Source: an optimization exercise on an open RTL-to-GDS flow (aim: small area, a short achievable clock period and few clock cycles). Production flows keep margins and buffers that such runs may drop.
In this exercise RTL edits were held to simulation tests only and were not proved equivalent to the original.
Power figures rest on the tool's default switching activity, not on a simulated workload.

## flow/config.mk

```make
export PLATFORM = sky130hd
export DESIGN_NAME = MIPS
export DESIGN_NICKNAME = MIPS
export VERILOG_FILES = /design/flow/design.v
export SDC_FILE = /design/flow/constraint.sdc
export NUM_CORES = 4
export LEC_CHECK = 0
export CAP_MARGIN = 20
export CELL_PAD_IN_SITES_DETAIL_PLACEMENT = 1
export CELL_PAD_IN_SITES_GLOBAL_PLACEMENT = 2
export CORE_MARGIN = 2
export CORE_UTILIZATION = 32
export PLACE_DENSITY = 0.55
export SLEW_MARGIN = 20
```

## flow/constraint.sdc

```tcl
create_clock -name core_clock -period 7.5 [get_ports {clk}]
set_input_delay 1.5000 -clock core_clock [delete_from_list [all_inputs] [get_ports {clk}]]
set_output_delay 1.5000 -clock core_clock [all_outputs]
set_load 0.01 [all_outputs]
```

## flow/design.v

```verilog
`timescale 1ns / 1ps
module alu(
    input [N:0] operB,
    input [N:0] operA,
    input [2:0] alu_fun,
    output carry,
    output zero,
	 output negative,
	 output [N:0] result
    );
	 localparam N = 31;
	 localparam [2:0] op_add = 3'd1, op_sub = 3'd2, op_nor = 3'd3, op_and = 3'd4, op_or = 3'd5, op_xor = 3'd6; 
	 reg [N+1:0] result_reg;
	 reg flag_carry, flag_zero, flag_negative;
	 always @ (*) begin
		case(alu_fun)
			op_add: result_reg = operA + operB;
			op_sub: result_reg = operA - operB;
			op_nor: result_reg = ~(operA | operB);
			op_and: result_reg = operA & operB;
			op_or:  result_reg = operA | operB;					  
			op_xor: result_reg = operA ^ operB;  
			default: result_reg = 0;
		endcase
		if(alu_fun == op_sub && operA < operB) flag_negative = 1;
		else flag_negative = 0;
		if (result_reg[N+1] == 1) flag_carry = 1;
		else flag_carry = 0;
		if (result_reg == 0) flag_zero = 1;
		else flag_zero = 0;
	 end
	 assign result = result_reg[N:0];
	 assign carry = flag_carry;
	 assign zero = flag_zero;
	 assign negative = flag_negative;
endmodule
`timescale 1ns / 1ps
module Mux_Sel_PC(
    input [31:0] output_ALU,
    input [31:0] output_reg,
    input [31:0] output_concat,
    input [1:0] sel_pc,
    output [31:0] output_sel_pc
    );
	reg [31:0] output_sel_pc_reg; 
	always @ (output_ALU or output_reg or output_concat or sel_pc)
	begin
		case (sel_pc)
			2'b00: output_sel_pc_reg = output_ALU;
			2'b01: output_sel_pc_reg = output_reg;
			2'b10: output_sel_pc_reg = output_concat;
			default: output_sel_pc_reg = output_ALU;
		endcase
	end
	assign output_sel_pc = output_sel_pc_reg;
endmodule
`timescale 1ns / 1ps
module Mux_OperA(
    input [31:0] input_number,
	 input [31:0] immediate_ext,
	 input [31:0] immediate_desp,
	 input [1:0] sel_operA,
    output [31:0] output_A
   );
	localparam mask4 = 32'h00000004;
	reg [31:0] output_reg;
	always @ (input_number or immediate_ext or immediate_desp or sel_operA)
	begin
		case (sel_operA)
			2'b00: output_reg = input_number;
			2'b01: output_reg = mask4;
			2'b10: output_reg = immediate_ext;
			2'b11: output_reg = immediate_desp;
		endcase
	end
	assign output_A = output_reg;
endmodule
`timescale 1ns / 1ps
module Mux_OperB(
    input [31:0] pc,
    input [31:0] input_number,
	 input sel_operb,
    output [31:0] output_Y
    );
	 assign output_Y = (sel_operb) ? input_number : pc;
endmodule
`timescale 1ns / 1ps
module Mux_Sel_Dir(
    input [31:0] pc,
    input [31:0] direction,
    input sel_dir,
    output [31:0] output_dir
    );
	 assign output_dir = (sel_dir) ? direction : pc;
endmodule
`timescale 1ns / 1ps
module Mux_Sel_Dat(
    input [31:0] output_reg_ALU,
    input [31:0] output_reg_mem,
    input sel_dat,
    output [31:0] output_Y
    );
	 assign output_Y = (sel_dat) ? output_reg_mem : output_reg_ALU;
endmodule
`timescale 1ns / 1ps
module Mux_Sel_Dest(
    input [4:0] rt,
    input [4:0] rd,
    input sel_dest,
    output [4:0] output_dir
    );
	assign output_dir = (sel_dest) ? rd : rt;
endmodule
`timescale 1ns / 1ps
module ExtensionSigno(
    input [15:0] immediate,
    output [31:0] output_imm
    );
	 assign output_imm = { {16{immediate[15]}}, immediate };
endmodule
`timescale 1ns / 1ps
module Desplazamiento_imm(
    input [31:0] immediate,
    output [31:0] output_imm
    );
	assign output_imm = immediate << 2;
endmodule
`timescale 1ns / 1ps
module Desplazamiento_jumpAddress(
    input [25:0] jumpAddress,
    output [27:0] output_jump
    );
	assign output_jump = jumpAddress << 2;
endmodule
`timescale 1ns / 1ps
module Concatenacion(
    input [27:0] output_jump,
    input [31:0] PC,
    output [31:0] output_concat
    );
	assign output_concat = { PC[31:28], output_jump }; 
endmodule
`timescale 1ns / 1ps
module RegA(
	input [31:0] data_input,
	input clk,
	output [31:0] data_output
   );
	reg [31:0] data_output_reg;
	always @ (posedge clk)
	begin
		data_output_reg <= data_input;
	end
	assign data_output = data_output_reg;
endmodule
`timescale 1ns / 1ps
module RegB(
	input [31:0] data_input,
	input clk,
	output [31:0] data_output
   );
	reg [31:0] data_output_reg;
	always @ (posedge clk)
	begin
		data_output_reg <= data_input;
	end
	assign data_output = data_output_reg;
endmodule
`timescale 1ns / 1ps
module RegPC(
	input [31:0] pc_in,
	input pc_ld,
	input clk,
	input reset,
	output [31:0] pc_out
   );
	reg [31:0] pc_reg;
	always @ (posedge clk or posedge reset) begin
		if(reset) pc_reg <= 32'h400000;
		else if(pc_ld) pc_reg <= pc_in;
	end
	assign pc_out = pc_reg;
endmodule
`timescale 1ns / 1ps
module RegInstruccion(
    input [31:0] instruction,
    input clk,
    input ir_w,
    output [25:0] jumpAddress,
    output [5:0] opcode,
    output [5:0] funct,
    output [4:0] rs,
    output [4:0] rt,
    output [4:0] rd,
    output [15:0] immediate
    );
	 reg [31:0] instruction_reg;
	 always @ (posedge clk) begin
		if(ir_w) instruction_reg <= instruction;
	 end
	 assign jumpAddress = instruction_reg[25:0];
	 assign opcode      = instruction_reg[31:26];
	 assign funct       = instruction_reg[5:0];
	 assign rs          = instruction_reg[25:21];
	 assign rt          = instruction_reg[20:16];
	 assign rd          = instruction_reg[15:11];
	 assign immediate   = instruction_reg[15:0];
endmodule
`timescale 1ns / 1ps
module RegALU(
	input [31:0] data_input,
	input clk,
	output [31:0] data_output
   );
	reg [31:0] data_output_reg;
	always @ (posedge clk)
	begin
		data_output_reg <= data_input;
	end
	assign data_output = data_output_reg;
endmodule
`timescale 1ns / 1ps
module RegMemoria(
	input [31:0] data_input,
	input clk,
	output [31:0] data_output
   );
	reg [31:0] data_output_reg;
	always @ (posedge clk)
	begin
		data_output_reg <= data_input;
	end
	assign data_output = data_output_reg;
endmodule
`timescale 1ns / 1ps
module BancoRegistros(
    input clk,
    input reset,
    input [4:0] dir_a,
    input [4:0] dir_b,
    input [4:0] dir_wra,
    input [31:0] di,
    input reg_wr,
    output [31:0] doa,
    output [31:0] dob
    );
	 reg [31:0] registers [0:31];
	 integer i;
	always @ (posedge clk or posedge reset) begin
		if(reset) begin
			for(i = 0; i < 32; i = i + 1)
				registers[i] <= (i < 14) ? i : ((i == 14) ? 32'h400000 : 32'd0);
		end
		else if(reg_wr) registers[dir_wra] <= di;
	end
	assign doa = registers[dir_a];
	assign dob = registers[dir_b];
endmodule
`timescale 1ns / 1ps
module MIPS(
    input clk,
	 input reset,
	 input [31:0] memOutput,
	 output [31:0] memDir,
	 output [31:0] memDato,
	 output mem_wd,
	 output mem_rd
    );
	 localparam [2:0] 
		fetch = 3'd0,
		deco  = 3'd1,
		exe 	= 3'd2,
		mem	= 3'd3,
		wb		= 3'd4;
	 reg [2:0] state_reg, state_next;	
	 reg pc_ld, ir_w, reg_rd, reg_wr, mem_wd_reg, mem_rd_reg;
	 reg sel_dir, sel_dest, sel_dat, sel_operB;
	 reg [1:0] sel_pc, sel_operA;
	 reg [2:0] alu_fun;
	 wire [31:0] pc_out, muxSelDir_out, output_sel_pc, output_operA, output_operB, result_alu, 
					extSign_out, regA_out, regB_out, despImm_out, conc_out, 
					banRegA_out, banRegB_out, regALU_out, muxSelDat_out, regMem_out;
	 wire [25:0] jumpAddress;
	 wire [27:0] despAddr_out;
	 wire [5:0] opcode, funct;
	 wire [4:0] rs, rt, rd, muxSelDest_out;
	 wire [15:0] immediate;
	 wire carry_alu, zero_alu, negative_alu;
	 RegPC regPC_unit(
		.pc_in(output_sel_pc),
		.pc_ld(pc_ld),
		.clk(clk),
		.reset(reset),
		.pc_out(pc_out)
	 );
	Mux_Sel_Dir muxSelDir(
		.pc(pc_out),
		.direction(regALU_out),
		.sel_dir(sel_dir),
		.output_dir(memDir)
	 );
	 RegInstruccion regInst_unit(
		.instruction(memOutput),
		.clk(clk),
		.ir_w(ir_w),
		.jumpAddress(jumpAddress),
		.opcode(opcode),
		.funct(funct),
		.rs(rs),
		.rt(rt),
		.rd(rd),
		.immediate(immediate)
	 );
	 Mux_Sel_PC muxSelPC(
		.output_ALU(result_alu),
		.output_reg(regALU_out),
		.output_concat(conc_out),
		.sel_pc(sel_pc),
		.output_sel_pc(output_sel_pc)
	 );
	 Mux_OperA muxOperA(
		.input_number(regB_out),
		.immediate_ext(extSign_out),
		.immediate_desp(despImm_out),
		.sel_operA(sel_operA),
		.output_A(output_operA)
	 );
	 Mux_OperB muxOperB(
		.pc(pc_out),
		.input_number(regA_out),
		.sel_operb(sel_operB),
		.output_Y(output_operB)
	 );
	 alu alu_unit(
		.operB(output_operA),
		.operA(output_operB),
		.alu_fun(alu_fun),
		.carry(carry_alu),
		.zero(zero_alu),
		.negative(negative_alu),
		.result(result_alu)
	 );
	 Mux_Sel_Dest muxSelDest(
		.rt(rt),
		.rd(rd),
		.sel_dest(sel_dest),
		.output_dir(muxSelDest_out)
	 );
	 ExtensionSigno extSign(
		.immediate(immediate),
		.output_imm(extSign_out)
	 );
	 RegA regiA(
		.data_input(banRegA_out),
		.clk(clk),
		.data_output(regA_out)
	 );
	 RegB regiB(
		.data_input(banRegB_out),
		.clk(clk),
		.data_output(regB_out)
	 );
	 Desplazamiento_imm despImm(
		.immediate(extSign_out),
		.output_imm(despImm_out)
	 );
	 Desplazamiento_jumpAddress despAddr(
		.jumpAddress(jumpAddress),
		.output_jump(despAddr_out)
	 );
	 Concatenacion conc(
		.output_jump(despAddr_out),
		.PC(pc_out),
		.output_concat(conc_out)
	 );
	 BancoRegistros banReg(
		.clk(clk),
		.reset(reset),
		.dir_a(rs),
		.dir_b(rt),
		.dir_wra(muxSelDest_out),
		.di(muxSelDat_out),
		.reg_wr(reg_wr),
		.doa(banRegA_out),
		.dob(banRegB_out)
	 );
	 RegALU regiALU(
		.data_input(result_alu),
		.clk(clk),
		.data_output(regALU_out)
	 );
	 RegMemoria regiMem(
		.data_input(memOutput),
		.clk(clk),
		.data_output(regMem_out)
	 );
	 Mux_Sel_Dat muxSelDat(
		.output_reg_ALU(regALU_out),
		.output_reg_mem(regMem_out),
		.sel_dat(sel_dat),
		.output_Y(muxSelDat_out)
	 );
	 always @(posedge clk, posedge reset) begin
       if (reset) state_reg <= fetch;
       else state_reg <= state_next;
	 end
	 reg [2:0] alu_fun_r;
	 always @ * begin
		case(funct)
			6'h20: alu_fun_r = 3'd1;  
			6'h24: alu_fun_r = 3'd4;  
			6'h27: alu_fun_r = 3'd3;  
			6'h25: alu_fun_r = 3'd5;  
			6'h22: alu_fun_r = 3'd2;  
			default: alu_fun_r = 3'd1;
		endcase
	 end
	 always @ * begin
		state_next = state_reg;
		pc_ld 	  = 0;
		ir_w 		  = 0;
		reg_rd 	  = 0;
		reg_wr 	  = 0;
		sel_dir 	  = 0;
		sel_dest   = 0;
		sel_dat 	  = 0;
		sel_operB  = 0;
		sel_pc 	  = 0;
		sel_operA  = 0;
		alu_fun 	  = 3'd1;
		mem_wd_reg = 0;
		mem_rd_reg = 0;
		case(state_reg)
			fetch: begin
						state_next = deco;
						pc_ld 	  = 1;
						mem_rd_reg = 1;
						ir_w 		  = 1;
						sel_operA  = 1;
					 end
			deco: begin
						reg_rd 	  = 1;
						if(opcode == 6'h2) begin
							sel_pc = 2'd2;
							pc_ld 	  = 1;
							state_next = fetch;
						end
						else state_next = exe;
					end
			exe: begin
						case(opcode)
							6'h0: begin
										state_next = wb;
										sel_operB  = 1;
										alu_fun    = alu_fun_r;
									end
							6'h4: begin   
										sel_operA  = 2'd3;
										pc_ld 	  = (regA_out == regB_out);
										state_next = fetch;
									end
							6'h5: begin   
										sel_operA  = 2'd3;
										pc_ld 	  = (regA_out != regB_out);
										state_next = fetch;
									end
							6'h23: begin   
										state_next = mem;
										sel_operB  = 1;
										sel_operA  = 2'd2;
									end
							6'h2B: begin   
										state_next = mem;
										sel_operB  = 1;
										sel_operA  = 2'd2;
									end
							default: ;
						endcase
				  end
			mem: begin
						sel_dir 	  = 1;
						sel_operB  = 1;
						sel_operA  = 2'd2;
						if(opcode == 6'h2B) begin   
							state_next = fetch;
							mem_wd_reg = 1;
						end
						else begin   
							state_next = wb;
							mem_rd_reg = 1;
						end
				  end
			wb: begin
						state_next = fetch;
						reg_wr 	  = 1;
						if(opcode == 6'h23) begin
							sel_dat 	  = 1;
							sel_dir 	  = 1;
						end else begin
							sel_dest   = 1;
							sel_operB  = 1;
							alu_fun    = alu_fun_r;
						end
				 end
			default: state_next = fetch;
		endcase
	 end
	 assign mem_rd  = mem_rd_reg;
	 assign memDato = regB_out;
	 assign mem_wd  = mem_wd_reg;
endmodule
```

## flow/run.sh

```bash
#!/bin/bash
# synth_recipe.tcl (not shown) runs the flow's synth.tcl, then flattens the netlist and writes it again
# the make line also repeats each setting of config.mk as NAME=value (left out here)
make -C /OpenROAD-flow-scripts/flow DESIGN_CONFIG=/design/flow/config.mk WORK_HOME=/design/flow/orfs CLKGATE_MAP_FILE= SYNTH_SCRIPT=/design/flow/synth_recipe.tcl finish
```

==> results.txt <==
==> how the worst max path moves through the flow <==
stage / to / cells past startpoint / start / slack [ps]
after global routing: regPC_unit.pc_reg[27] / 22 / state_reg[0] / 130
after detailed placement: regPC_unit.pc_reg[24] / 19 / regInst_unit.instruction_reg[30] / 370
after CTS: regPC_unit.pc_reg[27] / 22 / state_reg[0] / 320
after floorplan: banReg.registers[0][0] / 1 / reset / -8580
after global placement: regPC_unit.pc_reg[27] / 22 / state_reg[0] / 270
final: regPC_unit.pc_reg[27] / 22 / state_reg[0] / 550
==> cell usage after synthesis, drive strengths merged (11+ instances only) <==
master / instances / area share [%]
xor2: 52 / 0.78
inv: 84 / 0.54
a21o: 17 / 0.22
mux2i: 72 / 1.2
dfstp: 27 / 1.2
o32a: 64 / 1.1
xnor2: 42 / 0.63
nand3: 86 / 0.73
edfxtp: 32 / 1.6
nand4: 136 / 1.5
a221oi: 322 / 4.8
o21ai: 564 / 4.8
a22oi: 341 / 4.4
a22o: 323 / 4.8
nand2b: 11 / 0.12
clkbuf: 521 / 3.3
mux2: 43 / 0.83
nand2: 619 / 4.0
nor2: 675 / 4.3
buf: 35 / 0.24
nor3: 27 / 0.25
o221ai: 18 / 0.28
dfrtp: 1032 / 44
a31oi: 12 / 0.13
ha: 96 / 2.0
dfxtp: 128 / 4.4
or3: 12 / 0.13
a21oi: 678 / 5.8
==> cell usage in the layout, fill, tap and decap left out, types with 27 or more instances in the layout <==
master and n:
clkdlybuf4s50_1 99, dfstp_2 27, inv_1 82, clkbuf_1 53
a22oi_1 341, nor2_4 69, buf_4 213, nor2_1 605
dfrtp_1 1032, o21ai_0 555, a21oi_1 676, nand3_1 85
clkbuf_16 157, mux2i_1 40, a221oi_1 322, mux2_2 43
xnor2_1 42, nand2_1 602, nand4_1 135, edfxtp_1 32
clkbuf_8 30, ha_1 96, dfxtp_1 128, a22o_1 323
xor2_1 52, o32a_1 64
==> stage by stage <==
stage	cells	util, %
CTS	8642	37.60
global route	8646	37.64
global placement	8357	34.77
detailed placement	8364	34.86
finish	8655	37.66
floorplan	6203	-
==> tightest hold or removal path, cell delays in order (launching register included) <==
cell and delay (ps):
dfrtp_1 360, nand2_1 50, o21ai_0 60
==> power breakdown <==
part | internal, mW | switching (mW)
combinational | 4.60 | 8.80
clock | 4.43 | 3.14
sequential | 9.13 | 2.63
==> kinds of logic (layout without fill, tap and decap cells) <==
kind of cell	count (synthesis)	in the layout	share of synthesized area, %
XOR/XNOR	94	94	1.403
AND/OR/NAND/NOR	1618	1618	11.62
multiplexers	115	115	2.054
AO/OA/AOI/OAI	2419	2419	27.49
buffers and inverters	641	698	4.114
adder cells (fa/ha/maj)	97	97	2.082
other	0	10	0
flip-flops	1219	1219	51.24
==> layer usage <==
metal	routed length (um)	GRT usage (%)
met1	159000	54.21
met5	98	0
met3	38160	10.91
met4	18850	17.75
met2	161700	58.90
==> area by class of cell <==
class                      instances  area, um2
sequential                      1219      30060
inverter                          85      325.3
clock buffer                     240       4541
tap                             2385       2984
timing repair buffer             335       3070
fill                           20282     113900
clock inverter                    38      469.2
antenna                           10      25.02
multi-input combinational       4343      27320
==> repair_timing <==
action                     in CTS  in global routing
setup buffers                   0                  0
setup endpoints to repair       0                  2
resized for setup               0                  2
==> results.json <==
{
  "status": "complete, no violations",
  "final_area_um2": 68790,
  "drt_iter0_markers": 7211,
  "reg2reg_slack_ps": 550,
  "min_period_over_period_pct": 92.72,
  "drt-total-wl_um": 377800,
  "clockBufferDepth": 3,
  "slowest_delay_ps": 680,
  "finClkSkew_ps": 31.31,
  "cpMostUsedCell": "a21oi_1",
  "critPathRequiredTime_ps": 8190,
  "whs_ps": 512.3,
  "worstPathArrival_ps": 7650,
  "route.vias.total": 56452,
  "drt.antenna.violating_nets": 0,
  "drt-vias-per-instance": 6.522,
  "synth_flop_cell": "dfrtp_1",
  "synth_nets": 6334,
  "die_h_um": 432.2,
  "rr_worst_depth": 22,
  "rsz0062_at_grt": "false",
  "cts_tree": "done",
  "cp_top_family": "compound AO/OA/AOI/OAI gates",
  "max_cap_violations": 0,
  "drtPass1Iterations": 7,
  "critPathKind": "reg -> reg",
  "fin_ws_ps": 546.1,
  "hp-class": "reg -> reg",
  "dpl_cell_area_um2": 63690,
  "top_register": "banReg.registers",
  "grt_pass1_vias": 54793,
  "groute.usage.overall_pct": 39.85,
  "syn_area_um2": 58670,
  "largest_reg_flops": 1024,
  "ios": 100,
  "seq_area_frac_synth_pct": 51.24,
  "layout-drive-gt1-share_pct": 11.05,
  "drv_slew": 0,
  "synthToLayoutAreaGrowth_pct": 17.26,
  "power_mw": 32.74,
  "routabilityCongestion": 0.8995,
  "hpwlAfterDp_um": 225400,
  "grt_pass1_wl_um": 505800,
  "cts.sinks": 1219,
  "cp_max_fo": 15,
  "wl_per_cell_um": 43.65,
  "fmax_ghz": 0.1438,
  "worst-slew-pin-transition_ps": 1267,
  "r2r_start": "state_reg[0]",
  "drc": 0,
  "die_w_um": 432.2,
  "root_buffer": "clkbuf_16",
  "min_from": "banReg.registers[22][14]",
  "hold_viol_final": 0,
  "antenna_found_initial": 39,
  "cp-start-kind": "flop",
  "rows": 157,
  "whs_endpoint": "banReg.registers[22][14]",
  "cts_buffers": 149,
  "htreeDepth": 4,
  "setup_viol": 0,
  "hold_buffers": 0,
  "timing.rr.end": "regPC_unit.pc_reg[27]",
  "ir_drop_mv": 0.2486,
  "total_leakage_power_nw": 29.48,
  "initial_core_util_pct": 32.11,
  "port_buffers": 99,
  "yosys_warnings": 12,
  "min_delay_path_depth": 2,
  "worstSkewPairLatency_ps": 820,
  "fin_setup_tns_ps": 0,
  "syn_avg_cell_area_um2": 9.458,
  "fin_nets": 6264,
  "worstSetupEndpointType": "flop",
  "overflow": 0,
  "netlist_instances": 6203,
  "period_needed_ps": 6954,
  "grt_start_max_net_pins": 167,
  "synth_cell_types": 77,
  "cp_num_buf_inv": 4,
  "slew_headroom_pct": 15.34,
  "synth_edf_count": 32,
  "crit_chain": "clkinv_1 -> o21ai_4 -> o221ai_4 -> a222oi_1 -> inv_1 -> nor4_1 -> buf_4 -> nor2b_1 -> a21oi_1 -> xnor2_1 -> ha_1 -> nand3_1 -> a211oi_1 -> o31ai_1 -> a21boi_1 -> a21oi_1 -> o311ai_0 -> buf_4 -> xor2_1 -> a222oi_1 -> a21oi_1 -> a21o_1",
  "core-area_um2": 182700,
  "ys_async_sr_fraction_pct": 86.87,
  "die_area_um2": 186800,
  "clk_pin_slew_ps": 60,
  "place_ws_ps": 369.1,
  "crit_slowest_cell": "dfrtp_1",
  "ys_ff_latch": 1219,
  "p_per_area_nw_per_um2": 475.9
}
Testbench counts, summed over its fixed seeds: cycles 147,968.

[static timing again, ports no longer ideal]
Ports are ideal in the flow. The routed layout listed here was re-timed in OpenROAD. Step 1: set_driving_cell puts a clkbuf_16 on clk and a buf_2 on each other input, an assumption about the parent block. Step 2 times the ports against the registers' clock, not the clock port: input delays grow and output delays shrink by t, the midpoint of the rising clock arrivals with the driver on. Three values: ideal ports, drivers, drivers and shift; two values: the first two.
t (ns): 0.902
setup WS [ns]: 0.546 / 0.546 / 0.546
worst setup path at the end: register to register
After both steps this run still meets setup and hold. For this run, drivers alone change the setup slack by 0.000 ns; drivers and shift together by 0.000 ns.
